This design comes from an exercise in tuning for small area on the open sky130 flow, not from production work.
The RTL was checked by simulation tests, not by an equivalence proof against the original design.
No activity file was given, so power comes from the tool's default toggle rates.

## Segway
module Segway(clk,RST_n,LED,INERT_SS_n,INERT_MOSI,
              INERT_SCLK,INERT_MISO,A2D_SS_n,A2D_MOSI,A2D_SCLK,
              A2D_MISO,PWM_rev_rght,PWM_frwrd_rght,PWM_rev_lft,
              PWM_frwrd_lft,piezo_n,piezo,INT,RX);
    input clk,RST_n;
    input INERT_MISO;
    input A2D_MISO;
    input INT;
    input RX;
    output [7:0] LED;
    output A2D_SS_n, INERT_SS_n;
    output A2D_MOSI, INERT_MOSI;
    output A2D_SCLK, INERT_SCLK;
    output PWM_rev_rght, PWM_frwrd_rght;
    output PWM_rev_lft, PWM_frwrd_lft;
    output piezo_n,piezo;
    wire rst_n;
    wire pwr_up;
    wire [11:0] lft_e, rght_e;            
    wire batt_low;
    wire [15:0] ptch;
    wire vld, vld_d;                       
    wire tmr_full;
    wire en_steer, rider_off;
    wire [8:0] ld_cell_diff;
    wire [10:0] lft_spd, rght_spd;
    wire lft_rev, rght_rev;
    wire too_fast;
    assign LED = 8'h00;
    Auth_blk iAUTH(.clk(clk), .rst_n(rst_n), .RX(RX), .rider_off(rider_off), .pwr_up(pwr_up));
    inert_intf iININT(.clk(clk), .rst_n(rst_n), .tmr_full(tmr_full), .INT(INT),
                      .vld(vld), .vld_d(vld_d), .ptch(ptch),
                      .SS_n(INERT_SS_n), .SCLK(INERT_SCLK), .MOSI(INERT_MOSI), .MISO(INERT_MISO));
    balance_cntrl iBAL(.clk(clk), .rst_n(rst_n), .vld(vld_d), .ptch(ptch), .rider_off(rider_off),
                       .en_steer(en_steer), .pwr_up(pwr_up), .ld_cell_diff(ld_cell_diff),
                       .too_fast(too_fast), .lft_spd(lft_spd), .lft_rev(lft_rev),
  ...
Size in the first run: ~1800 cells after synthesis, roughly 300 flip-flops, ~26 I/O pins, about 0.019 mm^2 of cells after synthesis.
==> module integ_comb, before the edit <==
module integ_comb(input [26:0] ptch_int, input [15:0] ptch_rt, input [15:0] AZ, input fus,
                  output lt, output [26:0] nxt);
    wire [15:0] ptch = ptch_int[26:11];
    wire [8:0] azc_hi;
    wire [15:0] X;
    rca #(9) u_az3(.a(AZ[15:7]), .b(9'd3), .ci(1'b0), .s(azc_hi), .co());
    assign X = {azc_hi, AZ[6:0]};
    wire [18:0] Xe = {{3{X[15]}}, X};
    wire [18:0] X5, X7;
    rca #(19) u_x5b(.a({Xe[16:0], 2'b00}), .b(Xe), .ci(1'b0), .s(X5), .co());
    rca #(19) u_x7(.a({Xe[15:0], 3'b000}), .b(~Xe), .ci(1'b1), .s(X7), .co());
    wire [25:0] prod;
    rca #(26) u_pr(.a({X5[18], X5, 6'b0}), .b({{7{X7[18]}}, X7}), .ci(1'b0), .s(prod), .co());
    wire [15:0] acc = {{3{prod[25]}}, prod[25:13]};
    ltc #(16) u_cmp(.a({~ptch[15], ptch[14:0]}), .b({~acc[15], acc[14:0]}), .ci(1'b0), .lt(lt));
    wire [15:0] R;
    rca #(16) u_r(.a(ptch_rt), .b(16'hFC3E), .ci(1'b0), .s(R), .co());
    wire [15:0] nR = ~R;                      
    wire [6:0] t7;
    rca #(7) u_t(.a({nR[15], nR[15:10]}), .b({7{~fus}}), .ci(fus), .s(t7), .co());
    rca #(27) u_n(.a(ptch_int), .b({{10{t7[6]}}, t7, nR[9:0]}), .ci(1'b1), .s(nxt), .co());
endmodule
==> module inert_intf, before the edit <==
module inert_intf(clk, rst_n, tmr_full, vld, vld_d, ptch, SS_n, SCLK, MOSI, MISO, INT);
    input clk, rst_n;
    input tmr_full;           
    output vld;               
    output reg vld_d;         
    output [15:0] ptch;       
    output SS_n, SCLK, MOSI;
    input MISO;
    input INT;
    localparam [3:0] INIT1 = 4'd0, INIT2 = 4'd1, INIT3 = 4'd2, INIT4 = 4'd3,
                     CHECK = 4'd4, READ1 = 4'd5, READ2 = 4'd8, READ3 = 4'd9,
                     READ4 = 4'd10, VALID = 4'd11;
    reg [3:0] state, nxt_state;
    wire done, busy, rx0;
    wire [7:0] rd;
    wire [3:0] idx;
    reg wrt;
    SPI_mstr16 #(.RW(8)) mstr(.clk(clk), .rst_n(rst_n), .wrt(wrt), .MISO(MISO),
                    .SCLK(SCLK), .SS_n(SS_n), .done(done), .busy(busy), .fin(),
                    .rx0(rx0), .rd(rd), .mosi_idx(idx));
    reg [15:0] cmd;
    always_comb
        case (state)
            INIT2:   cmd = 16'h0D02;
            INIT3:   cmd = 16'h1053;
            INIT4:   cmd = 16'h1150;
            READ2:   cmd = 16'hA200;
            READ3:   cmd = 16'hA300;
            READ4:   cmd = 16'hAC00;
            VALID:   cmd = 16'hAD00;
            default: cmd = 16'h1460;    
        endcase
    assign MOSI = busy ? cmd[idx] : rx0;
    reg INT_meta, INT_stab;
    always_ff @(posedge clk, negedge rst_n)
        if (!rst_n) begin
            INT_meta <= 1'b0;
            INT_stab <= 1'b0;
        end else begin
            INT_meta <= INT;
            INT_stab <= INT_meta;
        end
    always_ff @(posedge clk, negedge rst_n)
        if (!rst_n)
            vld_d <= 1'b0;
        else
            vld_d <= vld;
    always_ff @(posedge clk, negedge rst_n)
        if (!rst_n)
            state <= INIT1;
        else
            state <= nxt_state;
    always_comb begin
        nxt_state = state;
        wrt = 1'b0;
        case (state)
            INIT1: if (tmr_full) begin wrt = 1'b1; nxt_state = INIT2; end
            INIT2: if (done) begin wrt = 1'b1; nxt_state = INIT3; end
            INIT3: if (done) begin wrt = 1'b1; nxt_state = INIT4; end
            INIT4: if (done) begin wrt = 1'b1; nxt_state = CHECK; end
            CHECK: if (INT_stab) nxt_state = READ1;
            READ1: if (done) begin wrt = 1'b1; nxt_state = READ2; end
            READ2: if (done) begin wrt = 1'b1; nxt_state = READ3; end
            READ3: if (done) begin wrt = 1'b1; nxt_state = READ4; end
            READ4: if (done) begin wrt = 1'b1; nxt_state = VALID; end
            VALID: if (done) nxt_state = CHECK;
            default: nxt_state = INIT1;
        endcase
    end
    assign vld = (state == VALID) && done;
    reg [7:0] ptch_h, ptch_l, AZ_h;
    always_ff @(posedge clk) begin
        if (state == READ2 && done) ptch_l <= rd;
        if (state == READ3 && done) ptch_h <= rd;
    end
    always_ff @(posedge clk, negedge rst_n)
        if (!rst_n)
            AZ_h <= 8'h00;
        else if (vld_d)
            AZ_h <= rd;
    inertial_integrator integ(.clk(clk), .rst_n(rst_n), .upd(vld_d),
                              .ld_fus(state == READ4 && done),
                              .ptch_rt({ptch_h, ptch_l}), .AZ({AZ_h, rd}), .ptch(ptch));
endmodule
==> module pid_comb, before the edit <==
module pid_comb(input [15:0] ptch, input [17:0] ptch_I_term, input [9:0] prev_ptch_err,
                output [9:0] e, output [17:0] integral, output ov, output [15:0] pid);
    assign e = ptch[15] ? (&ptch[14:9] ? ptch[9:0] : 10'h200)
                        : (|ptch[14:9] ? 10'h1ff : {1'b0, ptch[8:0]});
    rca #(18) u_i(.a({{8{e[9]}}, e}), .b(ptch_I_term), .ci(1'b0), .s(integral), .co());
    assign ov = (e[9] & ptch_I_term[17] & ~integral[17]) |
                (~e[9] & ~ptch_I_term[17] & integral[17]);
    wire [9:0] dd;
    rca #(10) u_d(.a(e), .b(~prev_ptch_err), .ci(1'b1), .s(dd), .co());
    wire [6:0] ds = dd[9] ? (&dd[8:6] ? dd[6:0] : 7'h40)
                          : (|dd[8:6] ? 7'h3f : {1'b0, dd[5:0]});
    wire [12:0] ee = {{3{e[9]}}, e};
    wire [12:0] e7;
    rca #(13) u_e7(.a({ee[9:0], 3'b000}), .b(~ee), .ci(1'b1), .s(e7), .co());
    wire [9:0] dse = {{3{ds[6]}}, ds};
    wire [9:0] d5;
    rca #(10) u_d5(.a({dse[7:0], 2'b00}), .b(dse), .ci(1'b0), .s(d5), .co());
    wire [13:0] pd;
    rca #(14) u_pd(.a({e7[12], e7}), .b({{3{d5[9]}}, d5, 1'b0}), .ci(1'b0), .s(pd), .co());
    rca #(16) u_pid(.a({pd[13], pd, 1'b0}), .b(ptch_I_term[17:2]), .ci(1'b0), .s(pid), .co());
endmodule
==> module shape, before the edit <==
module shape(input [15:0] t, output [10:0] spd, output rev);
    wire neg = t[15];
    wire [15:0] x = t ^ {16{neg}};            
    wire lowt = ~|x[15:7] & ((x[6:0] < 7'd69) | ((x[6:0] == 7'd69) & ~neg));
    wire hit  = |x[15:11] | (x[10:0] > 11'd1067) | ((x[10:0] == 11'd1067) & neg);
    wire [10:0] A = lowt ? {x[6:0], {4{neg}}} : x[10:0];
    wire [10:0] B = lowt ? ~{4'b0000, x[6:0]} : 11'd980;
    wire [10:0] m;
    rca #(11) u_m(.a(A), .b(B), .ci(lowt | neg), .s(m), .co());
    assign spd = hit ? 11'h7ff : m;
    assign rev = neg ? (t >= 16'd33748) : (t >= 16'd31788);
endmodule
export LEC_CHECK = 0
export CAP_MARGIN = 20
export CORE_MARGIN = 2
export CORE_UTILIZATION = 75
export CTS_BUF_LIST = sky130_fd_sc_hd__clkbuf_8
export CTS_CLUSTER_DIAMETER = 60
export CTS_CLUSTER_SIZE = 16
export SLEW_MARGIN = 20
create_clock -name core_clock -period 12.0 [get_ports {clk}]
run.sh (not shown) runs the stock make flow with config.mk's settings and CLKGATE_MAP_FILE= SYNTH_SCRIPT=/design/flow/synth_recipe.tcl, a recipe that flattens the netlist after the stock synthesis.
The starting point produced a clean layout.
Rerun with:
--- a/flow/design.v
+++ b/flow/design.v
@@ -252,12 +252,12 @@
     wire [15:0] acc = {{3{prod[25]}}, prod[25:13]};
     ltc #(16) u_cmp(.a({~ptch[15], ptch[14:0]}), .b({~acc[15], acc[14:0]}), .ci(1'b0), .lt(lt));
     wire [15:0] R;
     rca #(16) u_r(.a(ptch_rt), .b(16'hFC3E), .ci(1'b0), .s(R), .co());
-    wire [15:0] nR = ~R;                      
-    wire [6:0] t7;
-    rca #(7) u_t(.a({nR[15], nR[15:10]}), .b({7{~fus}}), .ci(fus), .s(t7), .co());
-    rca #(27) u_n(.a(ptch_int), .b({{10{t7[6]}}, t7, nR[9:0]}), .ci(1'b1), .s(nxt), .co());
+    wire [26:0] B = ~{{11{R[15]}}, R};
+    wire [16:0] T_hi;
+    rca #(17) u_t(.a(B[26:10]), .b({17{~fus}}), .ci(fus), .s(T_hi), .co());
+    rca #(27) u_n(.a(ptch_int), .b({T_hi, B[9:0]}), .ci(1'b1), .s(nxt), .co());
 endmodule
 module inert_intf(clk, rst_n, tmr_full, vld, vld_d, ptch, SS_n, SCLK, MOSI, MISO, INT);
     input clk, rst_n;
     input tmr_full;           
@@ -267,10 +267,10 @@
     output SS_n, SCLK, MOSI;
     input MISO;
     input INT;
     localparam [3:0] INIT1 = 4'd0, INIT2 = 4'd1, INIT3 = 4'd2, INIT4 = 4'd3,
-                     CHECK = 4'd4, READ1 = 4'd5, READ2 = 4'd8, READ3 = 4'd9,
-                     READ4 = 4'd10, VALID = 4'd11;
+                     CHECK = 4'd4, READ1 = 4'd5, READ2 = 4'd6, READ3 = 4'd7,
+                     READ4 = 4'd8, VALID = 4'd9;
     reg [3:0] state, nxt_state;
     wire done, busy, rx0;
     wire [7:0] rd;
     wire [3:0] idx;
@@ -411,11 +411,11 @@
     rca #(13) u_e7(.a({ee[9:0], 3'b000}), .b(~ee), .ci(1'b1), .s(e7), .co());
     wire [9:0] dse = {{3{ds[6]}}, ds};
     wire [9:0] d5;
     rca #(10) u_d5(.a({dse[7:0], 2'b00}), .b(dse), .ci(1'b0), .s(d5), .co());
-    wire [13:0] pd;
-    rca #(14) u_pd(.a({e7[12], e7}), .b({{3{d5[9]}}, d5, 1'b0}), .ci(1'b0), .s(pd), .co());
-    rca #(16) u_pid(.a({pd[13], pd, 1'b0}), .b(ptch_I_term[17:2]), .ci(1'b0), .s(pid), .co());
+    wire [14:0] pd;
+    rca #(15) u_pd(.a({{2{e7[12]}}, e7}), .b({{4{d5[9]}}, d5, 1'b0}), .ci(1'b0), .s(pd), .co());
+    rca #(16) u_pid(.a({pd, 1'b0}), .b(ptch_I_term[17:2]), .ci(1'b0), .s(pid), .co());
 endmodule
 module trq_comb(input [15:0] pid, input steer, input [8:0] diff,
                 output [15:0] lft, output [15:0] rght);
     wire [15:0] s = steer ? {{7{diff[8]}}, diff} : 16'h0000;
@@ -426,10 +426,12 @@
     wire neg = t[15];
     wire [15:0] x = t ^ {16{neg}};            
     wire lowt = ~|x[15:7] & ((x[6:0] < 7'd69) | ((x[6:0] == 7'd69) & ~neg));
     wire hit  = |x[15:11] | (x[10:0] > 11'd1067) | ((x[10:0] == 11'd1067) & neg);
-    wire [10:0] A = lowt ? {x[6:0], {4{neg}}} : x[10:0];
-    wire [10:0] B = lowt ? ~{4'b0000, x[6:0]} : 11'd980;
+    wire [6:0] a7;
+    inc #(7) u_a(.a(x[6:0]), .ci(neg), .s(a7), .co());
+    wire [10:0] A = lowt ? {a7, 4'b0000} : x[10:0];
+    wire [10:0] B = lowt ? ~{4'b0000, a7} : 11'd980;
     wire [10:0] m;
     rca #(11) u_m(.a(A), .b(B), .ci(lowt | neg), .s(m), .co());
     assign spd = hit ? 11'h7ff : m;
     assign rev = neg ? (t >= 16'd33748) : (t >= 16'd31788);
The new run finished with timing, DRC and antenna clean.
Utilization climbs by 0.32 points.
Global-route usage climbs by 1.3 points.
Clock skew climbs by 0.0085 ns.
Clock power is about the same.
Wire length climbs by 6.1%.
Design area climbs by 0.97%.
